Background: an optimization exercise with open tools, aiming at small area and a short achievable clock period. Do not read the settings as production practice. Only simulation tests tie the RTL to the original design; equivalence was not proved. Power and IR drop assume default switching activity.

Setup of try-ember:
## my_fir
module my_fir
#(parameter F=10)
(
input logic                clk,
input logic                rst,
input logic signed  [15:0] filter_in,
output logic signed [31:0] filter_out
    );
logic signed [15:0] d [0:15];
logic r0_2540;
logic r0_2541;
logic r0_2542;
logic r0_2543;
logic r0_2544;
logic r0_2545;
logic r0_2546;
logic r0_2547;
logic r0_2548;
logic r0_2549;
logic r0_2550;
logic r0_2551;
logic r0_2552;
logic r0_2553;
logic r0_2554;
logic r0_2555;
logic r0_2556;
logic r0_2557;
logic r0_2558;
logic r0_2559;
logic r0_2560;
logic r0_2561;
logic r0_2562;
logic r0_2563;
logic r0_2564;
logic r0_2565;
logic r0_2566;
logic r0_2567;
logic r0_2568;
logic r0_2569;
logic r0_2570;
logic r0_2571;
logic r0_2572;
logic r0_2573;
logic r0_2574;
logic r0_2575;
logic r0_2576;
logic r0_2577;
logic r0_2578;
logic r0_2579;
logic r0_2580;
logic r0_2581;
logic r0_2582;
logic r0_2583;
logic r0_2584;
logic r0_2585;
  ...
==> flow/config.mk <==
export PLATFORM = sky130hd
export DESIGN_NAME = my_fir
export DESIGN_NICKNAME = my_fir
export VERILOG_FILES = /design/flow/design.v
export SDC_FILE = /design/flow/constraint.sdc
export NUM_CORES = 4
export LEC_CHECK = 0
export ABC_CLOCK_PERIOD_IN_PS = 2600
export CAP_MARGIN = 20
export CORE_MARGIN = 2
export CORE_UTILIZATION = 60
export CTS_CLUSTER_DIAMETER = 100
export CTS_CLUSTER_SIZE = 24
export PLACE_DENSITY = 0.75
export SETUP_SLACK_MARGIN = 4.0
export SLEW_MARGIN = 20
export SYNTH_HIERARCHICAL = 1
==> flow/constraint.sdc <==
create_clock -name core_clock -period 6.5 [get_ports {clk}]
set_input_delay 1.3000 -clock core_clock [delete_from_list [all_inputs] [get_ports {clk}]]
set_output_delay 1.3000 -clock core_clock [all_outputs]
set_load 0.01 [all_outputs]
standard.sh (not shown) runs the stock make flow with config.mk's settings and CLKGATE_MAP_FILE= SYNTH_SCRIPT=/design/flow/synth_recipe.tcl, a recipe that flattens the netlist after the stock synthesis.
==> flow/flow/run.sh <==
#!/bin/bash
# Standard layout, but the port buffers inserted before placement are plain
# buffers (buf_2) instead of the resizer's default delay cell; everything
# else is the standard flow (standard.sh).
export BUFFER_PORTS_ARGS="-buffer_cell sky130_fd_sc_hd__buf_2"
bash standard.sh > standard.log 2>&1
status=$?
cp standard.sh my_standard_copy.sh.txt 2>/dev/null
exit $status
Changes in try-tundra relative to try-ember:
Settings: a change of SETUP_SLACK_MARGIN from 4.0 to 4.1; a change of CTS_CLUSTER_DIAMETER from 100 to 110; a change of CTS_CLUSTER_SIZE from 24 to 28.
==> comparison <==
- Post-route met1 wirelength: try-tundra lower than try-ember
- Fraction of cell area in non-clock buffers, try-tundra and try-ember: larger value in try-tundra
- The run with more setup slack is try-tundra; try-ember has less.

oak:
Another version of the RTL of my_fir (not shown whole).
For scale: about 2400 cells after synthesis, roughly 38000 um^2 of cells after synthesis.
Settings: LEC_CHECK=0, ABC_CLOCK_PERIOD_IN_PS=2600, CAP_MARGIN=20, CORE_MARGIN=2, CORE_UTILIZATION=40, PLACE_DENSITY=0.6, SETUP_SLACK_MARGIN=3.6, SLEW_MARGIN=20, SYNTH_HIERARCHICAL=1; clock period 6.5 ns.
run.sh (not shown) runs the stock make flow with config.mk's settings and CLKGATE_MAP_FILE= SYNTH_SCRIPT=/design/flow/synth_recipe.tcl, a recipe that flattens the netlist after the stock synthesis.
Stock flow here: none of the scripts above is used.
Every stage of the flow completed for oak, and the final layout passed the timing, DRC and antenna checks.
### oak -> pine
- PLACE_DENSITY: 0.6 -> 0.75
- CORE_UTILIZATION: 40 -> 60
[summary]
Looking at the reports, pine completed the entire flow and the layout it produced met the timing, DRC and antenna checks.
oak completed end to end with timing, DRC and antenna clean.
Final area was lower in pine than in oak.
[pine vs oak] placeable core area: lower in pine
The lower worst setup slack came out of oak.
pine vs. oak: post-route minimum period shrank by 0.0053 ns; starting density of the core rose 21 points.
Looking at pine and oak, the power share of the combinational group is a wash.
In terms of switching power, pine and oak differ only marginally.
> inputs changed (pine -> birch)
- swapping 60 for 40 in CORE_UTILIZATION
- putting CTS_BUF_LIST at sky130_fd_sc_hd__clkbuf_4 sky130_fd_sc_hd__clkbuf_8 where nothing was set
- swapping 0.75 for 0.6 in PLACE_DENSITY
### Flow results
birch vs pine, type of the worst setup path: flip-flop to flip-flop vs flip-flop to output port
Re vertical extent of the die: birch and pine aren't equal, and the lower value belongs to pine.
Diff pine -> birch: area of the die went up, clock latency on the worst-skew pair rose 0.15 ns.
Compared with pine, in birch via count grew by about 1.8%, routed wire length grew by 4.6%, number of well taps grew by 417, critical path depth grew by 5, overall die width grew by 56 um.
[compare] base=pine new=birch: maximum fanout encountered on the critical timing path now sits lower, non-clock buffer count now sits higher.
Here is what was changed in the inputs of maple compared with birch.
- clearing CTS_BUF_LIST, which used to be sky130_fd_sc_hd__clkbuf_4 sky130_fd_sc_hd__clkbuf_8
- putting CTS_CLUSTER_DIAMETER at 80 where nothing was set
- swapping 0.6 for 0.75 in PLACE_DENSITY
- swapping 40 for 60 in CORE_UTILIZATION
- putting CTS_CLUSTER_SIZE at 18 where nothing was set
- swapping 3.6 for 3.7 in SETUP_SLACK_MARGIN
==> run summary <==
Average detailed-routed wire length per instance is higher on maple. In the metrics for birch and maple, the one carrying the higher cell area after layout is birch. maple vs birch: sum of internal, switching and leakage power down by a few percent. Compared with birch, maple shows a worst setup skew after layout that is 0.027 ns lower.
Input-level comparison between cedar and maple:
- changing SETUP_SLACK_MARGIN from 3.7 to 3.6
Findings:
No stage failed in cedar, and the final checks on the layout all came back clean. cedar -> maple: sequential cell count flat. Basic-gate share of the synthesized area counting and, or, nand and nor cells came out exactly the same in cedar and maple. cedar supports a higher top clock frequency than maple. The cell area of cedar falls short of that of maple by 1100 um^2.

my_fir again, from the RTL that the note above started with.
clock: 6.5 ns
lec_check: 0
abc_clock_period_in_ps: 2600
cap_margin: 20
core_margin: 2
core_utilization: 40
place_density: 0.6
slew_margin: 20
synth_hierarchical: 1
The starting point completed with no timing, DRC or antenna violations.
Next try:
--- a/flow/config.mk
+++ b/flow/config.mk
@@ -9,6 +9,9 @@
 export CAP_MARGIN = 20
 export CORE_MARGIN = 2
-export CORE_UTILIZATION = 40
-export PLACE_DENSITY = 0.6
+export CORE_UTILIZATION = 60
+export CTS_CLUSTER_DIAMETER = 100
+export CTS_CLUSTER_SIZE = 22
+export PLACE_DENSITY = 0.75
+export SETUP_SLACK_MARGIN = 3.6
 export SLEW_MARGIN = 20
 export SYNTH_HIERARCHICAL = 1
What happened:
- global-route usage grows by 11 points
- sequential share of layout area grows by 1.9 points
- hold slack gains 23 ps
- utilization grows by 21 points

what the ideal ports hide:
No port has a modelled driver above. Below, the same layouts with a new extraction and two added sets of constraints.
Step 1 (the two cells are an assumption about what drives the block):
set clk [get_ports {clk}]
set_driving_cell -lib_cell sky130_fd_sc_hd__clkbuf_16 $clk
set_driving_cell -lib_cell sky130_fd_sc_hd__buf_2 [delete_from_list [all_inputs] $clk]
Step 2 also shifts input and output timing later by t, the mid clock arrival at the registers, as if the neighbouring blocks saw the same clock.
Slacks: ideal ports / drivers / drivers and shift; pairs: ideal ports / drivers.
| run | t, ns | setup slack, ns | clock arrival spread, ns |
|---|---|---|---|
| try-ember | 0.645 | 3.990 / 3.965 / 3.683 | 0.028 / 0.027 |
| try-tundra | 0.697 | 3.997 / 3.937 / 3.653 | 0.023 / 0.023 |
| oak | 0.695 | 3.565 / 3.499 / 3.267 | 0.029 / 0.029 |
| pine | 0.667 | 3.570 / 3.508 / 3.227 | 0.035 / 0.034 |
| birch | 0.801 | 3.617 / 3.617 / 3.243 | 0.052 / 0.053 |
| maple | 0.666 | 3.573 / 3.511 / 3.301 | 0.026 / 0.026 |
| cedar | 0.671 | 3.611 / 3.611 / 3.140 | 0.024 / 0.023 |
| the first run of note 3 | 0.692 | 3.217 / 3.217 / 3.217 | 0.029 / 0.028 |
| the second run of note 3 | 0.654 | 3.579 / 3.579 / 3.148 | 0.024 / 0.024 |
After both steps setup and hold are still met in every run listed. For cedar, which loses most, drivers alone change the setup slack by 0.000 ns; drivers and shift together by -0.471 ns. Setup slack includes reset recovery checks.
